From an optimization exercise on the open Yosys and OpenROAD flow, aimed at small area and a short achievable clock period; shortcuts taken in it are not production practice.
Function was not checked in any run shown here: the RTL went through the layout flow alone.
Power and IR drop assume default switching activity.

## flow/design.v (module list and top-level ports; edited modules follow where they fit)
// module FIR: 3943 lines
module FIR #
(
    parameter inbit = 11,
    parameter outbit = 23,
    parameter n=32
)
(
    input rst,
    input clk,
    input wire signed [inbit-1:0] infix,
    output reg signed [outbit-1:0] outfix
);
  // ...
==> flow/run.sh <==
#!/bin/bash
# synth_recipe.tcl (not shown) runs the flow's synth.tcl, then flattens the netlist and writes it again
# the make line also repeats each setting of config.mk as NAME=value (left out here)
make -C /OpenROAD-flow-scripts/flow DESIGN_CONFIG=/design/flow/config.mk WORK_HOME=/design/flow/orfs CLKGATE_MAP_FILE= SYNTH_SCRIPT=/design/flow/synth_recipe.tcl finish
==> flow/config.mk <==
export PLATFORM = sky130hd
export DESIGN_NAME = FIR
export DESIGN_NICKNAME = FIR
export VERILOG_FILES = /design/flow/design.v
export SDC_FILE = /design/flow/constraint.sdc
export NUM_CORES = 4
export LEC_CHECK = 0
export CAP_MARGIN = 20
export CORE_MARGIN = 2
export CORE_UTILIZATION = 40
export SLEW_MARGIN = 20
==> flow/constraint.sdc <==
create_clock -name core_clock -period 4.2 [get_ports {clk}]
set_input_delay 0.8400 -clock core_clock [delete_from_list [all_inputs] [get_ports {clk}]]
set_output_delay 0.8400 -clock core_clock [all_outputs]
set_load 0.01 [all_outputs]
==> summary.txt, run 1 <==
Seq power=6.92 mW; fin. max-slew vios=0; final setup margin=1030 ps; status=complete, no violations; multi-input logic area=0.0162 mm²; Synth Area in Compound Gates=1.48%; Ys Warns=1; crit path kind=flop to flop; comb_multi_in=1408; Non-Clock Buffer Count=45; Tmin final=3170 ps; cell with the most instances after synthesis=dfxtp_1; RePlAce Congestion=0.805; max_cap viols=0; Top Consumer=registers; commonest non-fill, non-tap cell in the layout=dfxtp_1; Gate Count Post-Synth=2763; Post-Place Worst Slack=701 ps; Async S/R FF share, synth=0%; highest clock rate=0.315 GHz; full die area=0.0827 mm²; #FFs+latches synth=670; hold buffer count at CTS=0; area grow syn2layout=11.6%; final instance area=0.0359 mm²; largest cell class by area=multi-input gates; post-synth top area cell=dfxtp_1; top sig layer=met4; post-placement cell area=0.0336 mm²; FF-to-FF setup slack=1030 ps
==> inputs of run 2 (changes only) <==
--- a/flow/config.mk
+++ b/flow/config.mk
@@ -8,4 +8,5 @@
 export CAP_MARGIN = 20
 export CORE_MARGIN = 2
 export CORE_UTILIZATION = 40
+export SETUP_SLACK_MARGIN = 1.8
 export SLEW_MARGIN = 20
==> summary.txt, run 2 <==
syn_area_per_cell=11.6 µm²; P_sw=4.45 mW; RePlAce Congestion=0.801 (-0.45%); clk buf depth=3; commonest non-fill, non-tap cell in the layout=dfxtp_1; Clk pwr share=36.7%; input/output buffers=35; total negative slack=0 ps; EDFF count, synth=0; Pint=12.0 mW; highest clock rate=0.376 GHz (+19%); FF-to-FF setup slack=1540 ps (+510 ps); Reg power frac=42.3%; part of the power in combinational logic=20.9%; CTS Buf Count=70; Starting Density=40.6%; endpoints failing hold=0; number of global-route vias before repair=20537; # clock sinks=670; Die Ht=288 µm; Post-Place Worst Slack=1010 ps (+308 ps); first-pass GRT wire length=103000 µm; max_cap viols=0 (unchanged); crit-path cells=buf_12 > buf_12 > buf_8 > buf_16 > buf_12 > nand2b_4 > fa_2 > fa_2 > inv_2 > fa_2; Peak VDD IR=0.451 mV; CTS tree=yes; post-synth top area cell=dfxtp_1; syn nets=3397; cell with the most instances after synthesis=dfxtp_1; Worst EP arrival=3200 ps; initial antenna violation count=1; Setup crit start=rstd; H-tree depth=3; crit path kind=flop to flop; final worst-path cycle share=63.4%; worst rel slew slack=36.2%; Startpoint Class=flop; Post-Route WL=60600 µm; Slew @ Worst Pin=957 ps; final setup margin=1540 ps (+511 ps); most instantiated cells after synthesis=dfxtp_1, inv_1, fa_1; FP Rows=103; fin. max-slew vios=0 (unchanged); later-pin clock latency in the skew report=600 ps; full die area=0.0827 mm² (unchanged); post-placement cell area=0.0340 mm² (+0.96%); Post-DP HPWL=39000 µm; Power, Total=16.4 mW; type of destination of the critical path=flop; post-route insts no fill=4023; Hold/Removal Path Class=flop to flop; core area=0.0793 mm²; area grow syn2layout=23.1%; status=complete, no violations; Worst Path Required=4740 ps; switching share of total power=27.1%; RR Startpoint=rstd; Worst R2R Path Depth=10; largest fanout on the critical path=6; skew final=23.6 ps; Largest register FFs=20; via count=17786; First DRT Iteration DRCs=649; Tmin final=2660 ps (-511 ps); share of post-route cells with drive strength above 1=27.7%; ANT cells=0; Critical Path Max Stage Delay=540 ps; sequential area share after synthesis=41.7%; drt via density=4.42; post-synth top area share=41.7%; RSZ-0062 raised after global routing=yes; #FFs+latches synth=670 (unchanged); RR Endpoint=A9_9_1; Worst setup endpoint=A9_9_1; synth unique cells=46; Pwr Density=414 mW/mm²; clk slew on worst S/H paths=60 ps; final net count=3567; # DRC=0; drt first pass iters=5; endpoints failing setup=0; final instance area=0.0396 mm² (+10%); largest net degree at the start of global routing=204; Async S/R FF share, synth=0% (unchanged); slowest CP cell=fa_2; Ys Warns=1 (unchanged); Leakage=17.2 nW; clock root cell=clkbuf_16; Die X=288 µm; gr usage total=15.7%; drt wl/cell=15.1 µm; Gate Count Post-Synth=2763 (unchanged); dominant synthesized flop cell=dfxtp_1; post-route ant nets=0; largest cells by area after synthesis=dfxtp_1, fa_1, inv_1; Placed Cells=3785; commonest cells after routing, fill and taps aside=dfxtp_1, inv_1, fa_1, nor2_1, fa_2; Boundary Pins=36; total grt overflow=0; mapped cell area=0.0322 mm²; Most flops, register=outfix
## run 2: cell types whose count changed in the layout (fill, tap and decap cells not counted), sizes merged
cell	before	now
inv	613	602
clkbuf	104	99
buf	11	135
dlymetal6s2s	0	2
clkdlybuf4s50	34	28
bufinv	2	4
clkinvlp	1	9
dlygate4sd2	0	4
clkinv	11	7
bufbuf	0	5
## run 2: timing repair
action / in CTS / in global routing
endpoints found under the hold margin: 0 / 0
buffers inserted: 83 / 19
setup endpoints to repair: 276 / 216
hold buffers: 0 / 0
pin swaps: 190 / 160
resized for setup: 368 / 218
gates cloned: 24 / 0
## run 2: worst max-delay path: cells and delay by family, from the launching register on
family | cells | cell delay [ps]
fa+ha+maj | 3 | 1390
simple gates | 1 | 130
buf+inv | 6 | 730
flops | 1 | 360
## run 2: how the worst min path moves through the flow
stage                      start     end  slack [ps]  cells after the start
after floorplan           U16[0]  U17[0]         360                      1
after global placement    U16[1]  U17[1]         360                      1
after detailed placement  U16[1]  U17[1]         360                      1
after CTS                 U16[4]  U17[4]         370                      1
after global routing      U16[3]  U17[3]         380                      1
final                     U16[4]  U17[4]         370                      1
## run 2: power by group through the flow
stage	logic (mW)	registers [mW]	clock network [mW]
after CTS	3.20	6.94	6.19
after floorplan	2.09	7.04	0
after detailed placement	2.78	7.07	0
after global routing	3.86	6.98	6.45
after global placement	2.65	7.07	0
final	3.43	6.94	6.03
## run 2: cell type report
class,instances,area (µm²)
timing repair buffer,174,2430
fill,6722,39700
inverter,609,2320
tap,1050,1310
multi-input combinational,1408,17900
clock buffer,99,2010
clock inverter,13,171
sequential,670,13500
## run 2: cell families (layout without fill, tap and decap cells)
| kind of cell | count (synthesis) | in the layout | share of synthesized area, % |
|---|---|---|---|
| mux | 7 | 7 | 0.226 |
| buf+inv | 685 | 895 | 8.03 |
| flops | 670 | 670 | 41.7 |
| compound gates | 70 | 70 | 1.48 |
| simple gates | 694 | 694 | 11.5 |
| fa+ha+maj | 621 | 621 | 36.6 |
| xor+xnor | 16 | 16 | 0.436 |
## run 2: metal layers
layer / track usage [%] / share of wire [%] / wire length, µm / vias to the layer above
met5: 0 / 0 / 0 / -
met3: 2.39 / 3.2 / 1950 / 125
met2: 27.8 / 51 / 31000 / 259
met4: 4.70 / 2.7 / 1620 / 0
li1: - / - / - / 8299
met1: 19.8 / 43 / 26100 / 9103
## run 2: per-stage QoR
step,hold WS (ps),util [%]
2_1_floorplan,356,-
3_3_place_gp,357,42.8
3_5_place_dp,362,42.8
4_1_cts,374,49.0
5_1_grt,382,49.9
6_report,371,49.9
==> inputs of run 3 (changes only) <==
--- a/flow/config.mk
+++ b/flow/config.mk
@@ -8,5 +8,5 @@
 export CAP_MARGIN = 20
 export CORE_MARGIN = 2
 export CORE_UTILIZATION = 40
-export SETUP_SLACK_MARGIN = 1.8
+export SETUP_SLACK_MARGIN = 2.1
 export SLEW_MARGIN = 20
==> summary.txt, run 3 <==
worst rel slew slack=22.7% (-14 points); # clock sinks=670 (unchanged); Slew @ Worst Pin=1160 ps (+204 ps); Post-Route WL=62800 µm (+3.6%); CTS Buf Count=73 (+4.3%); commonest cells after routing, fill and taps aside=dfxtp_1, inv_1, fa_1, fa_2, nor2_1; syn nets=3397 (unchanged); Power, Total=17.7 mW (+8.1%); first-pass GRT wire length=106000 µm (+2.9%); RR Startpoint=rstd; clk slew on worst S/H paths=60 ps (about the same); total grt overflow=0 (unchanged); Post-DP HPWL=40100 µm (+2.9%); Hold/Removal Path Class=flop to flop; Starting Density=40.6% (unchanged); Peak VDD IR=0.324 mV (-28%); final instance area=0.0410 mm² (+3.5%); #FFs+latches synth=670 (unchanged); commonest non-fill, non-tap cell in the layout=dfxtp_1; dominant synthesized flop cell=dfxtp_1; Die Ht=288 µm (unchanged); largest fanout on the critical path=8 (+2); First DRT Iteration DRCs=654 (+0.77%); core area=0.0793 mm² (unchanged); Leakage=17.6 nW (+2.5%); Gate Count Post-Synth=2763 (unchanged); Boundary Pins=36 (unchanged); Ys Warns=1 (unchanged); Tmin final=2660 ps (+0.650 ps); ANT cells=0 (unchanged); highest clock rate=0.376 GHz (about the same); drt first pass iters=5 (unchanged); endpoints failing hold=0 (unchanged); syn_area_per_cell=11.6 µm² (unchanged); via count=17825 (+0.22%); final net count=3588 (+0.59%); EDFF count, synth=0 (unchanged); mapped cell area=0.0322 mm² (unchanged); RR Endpoint=A3_7_0; crit path kind=flop to flop; post-synth top area cell=dfxtp_1; clock root cell=clkbuf_16; post-route ant nets=0 (unchanged); drt wl/cell=15.5 µm (+2.6%); Async S/R FF share, synth=0% (unchanged); Worst R2R Path Depth=9 (-1); Die X=288 µm (unchanged); Final Util=51.7% (+1.7 points); skew final=19.6 ps (-3.97 ps); drt via density=4.39 (-0.69%); Pwr Density=433 mW/mm² (+4.5%); gr usage total=16.3% (+0.54 points); Startpoint Class=flop; Largest register FFs=20 (unchanged); FF-to-FF setup slack=1540 ps (about the same); full die area=0.0827 mm² (unchanged); initial antenna violation count=0 (-1); CTS tree=yes; Worst Path Required=4680 ps (-60 ps); Worst setup endpoint=A3_7_0; RSZ-0062 raised after global routing=yes; fin. max-slew vios=0 (unchanged); clk buf depth=3 (unchanged); # DRC=0 (unchanged); max_cap viols=0 (unchanged); most instantiated cells after synthesis=dfxtp_1, inv_1, fa_1; share of post-route cells with drive strength above 1=32.6% (+4.9 points); type of destination of the critical path=flop; Most flops, register=outfix; number of global-route vias before repair=20576 (+0.19%); total negative slack=0 ps (unchanged); final worst-path cycle share=63.4% (about the same); input/output buffers=35 (unchanged); cell with the most instances after synthesis=dfxtp_1; Setup crit start=rstd; synth unique cells=46 (unchanged); endpoints failing setup=0 (unchanged); hold_ws=363 ps (-7.94 ps); area grow syn2layout=27.4%; H-tree depth=3 (unchanged); post-synth top area share=41.7% (unchanged); Worst EP arrival=3150 ps (-50 ps); post-placement cell area=0.0348 mm² (+2.6%); largest cells by area after synthesis=dfxtp_1, fa_1, inv_1; largest net degree at the start of global routing=217 (+6.4%); sequential area share after synthesis=41.7% (unchanged); later-pin clock latency in the skew report=610 ps (about the same); RePlAce Congestion=0.807 (+0.71%); FP Rows=103 (unchanged); status=complete, no violations
run 3: cell counts after synthesis:
No cell type changed its count.
run 3: cell type report:
type / instances / area, µm²
clock buffers: 103 / 2200
repair buffers: 192 / 2700
fillers: 6682 / 38300
inverters: 609 / 2320
clock inverters: 28 / 379
multi-input cells: 1408 / 18600
flip-flops and latches: 670 / 13500
well taps: 1050 / 1310
run 3: report_power, final:
| part | leakage [nW] | internal (mW) | switching, mW | total [mW] |
|---|---|---|---|---|
| clock network | 1.29 | 4.21 | 2.63 | 6.84 |
| registers | 5.45 | 6.77 | 0.175 | 6.95 |
| logic | 10.9 | 1.91 | 2.03 | 3.94 |
run 3: timing repair:
item | in CTS | in global routing
resized for setup | 371 | 130
pin swaps | 108 | 85
setup endpoints to repair | 340 | 302
hold buffers | 0 | 0
cloned | 26 | 0
setup buffers | 102 | 18
run 3: worst max-delay path: stages, from the launching register on:
cell and delay (ps):
dfxtp_4 370, buf_12 150, buf_6 120, buf_6 110
buf_16 120, nand2b_4 130, fa_2 530, inv_2 40
fa_2 520, fa_2 420
run 3: logic make-up after synthesis:
family          Yosys count  synth area share, %
flops                   670                 41.7
xor+xnor                 16                0.436
buf+inv                 685                 8.03
mux                       7                0.226
fa+ha+maj               621                 36.6
simple gates            694                 11.5
compound gates           70                 1.48
run 3: worst min-delay path by stage:
stage	depth (start not counted)	from	slack, ps	endpoint
floorplan	1	U16[0]	360	U17[0]
CTS	1	U17[3]	370	U18[3]
detailed placement	1	U16[1]	360	U17[1]
global route	1	U16[3]	390	U17[3]
global placement	1	U16[0]	360	U17[0]
finish	1	U17[3]	360	U18[3]
run 3: metrics by stage:
| step | setup WS, ps | std cells |
|---|---|---|
| 3_3_place_gp | 978 | 3783 |
| 2_1_floorplan | 1250 | 2763 |
| 4_1_cts | 1540 | 4042 |
| 3_5_place_dp | 955 | 3783 |
| 6_report | 1540 | 4060 |
| 5_1_grt | 1470 | 4060 |
run 3: metal layers:
layer | vias up | share of wire, % | global-route usage (%)
li1 | 8348 | - | -
met1 | 9112 | 42 | 20.0
met2 | 244 | 52 | 29.5
met3 | 121 | 2.7 | 2.35
met4 | 0 | 2.6 | 4.58
met5 | - | 0 | 0

afterwards: timing with drivers on the ports:
Ports are ideal in the flow. The routed layouts listed here were re-timed in OpenROAD.
Step 1 sets driving cells, clkbuf_16 on the clock port and buf_2 on the other inputs (assumed; they add their load-dependent delay and slew).
Step 2 moves the port delays by t, midway between the first and last clock arrival at a register: inputs arrive t later, outputs are due t later. That takes back most of the time a late clock gives input paths.
Slacks: no drivers / after step 1 / after step 2; pairs: no drivers / after step 1.
run	t (ns)	setup slack, ns	slew at the worst register clock pin (ns)	cell pins on the clock port's net
run 1	0.655	1.027 / 1.027 / 0.700	0.06 / 0.06	1
run 2	0.649	1.538 / 1.538 / 1.133	0.06 / 0.06	1
run 3	0.660	1.537 / 1.537 / 1.130	0.07 / 0.07	1
After both steps every run listed still meets setup and hold. The setup slack of run 3, which loses most, moves by 0.000 ns with the drivers and by -0.407 ns with both steps.
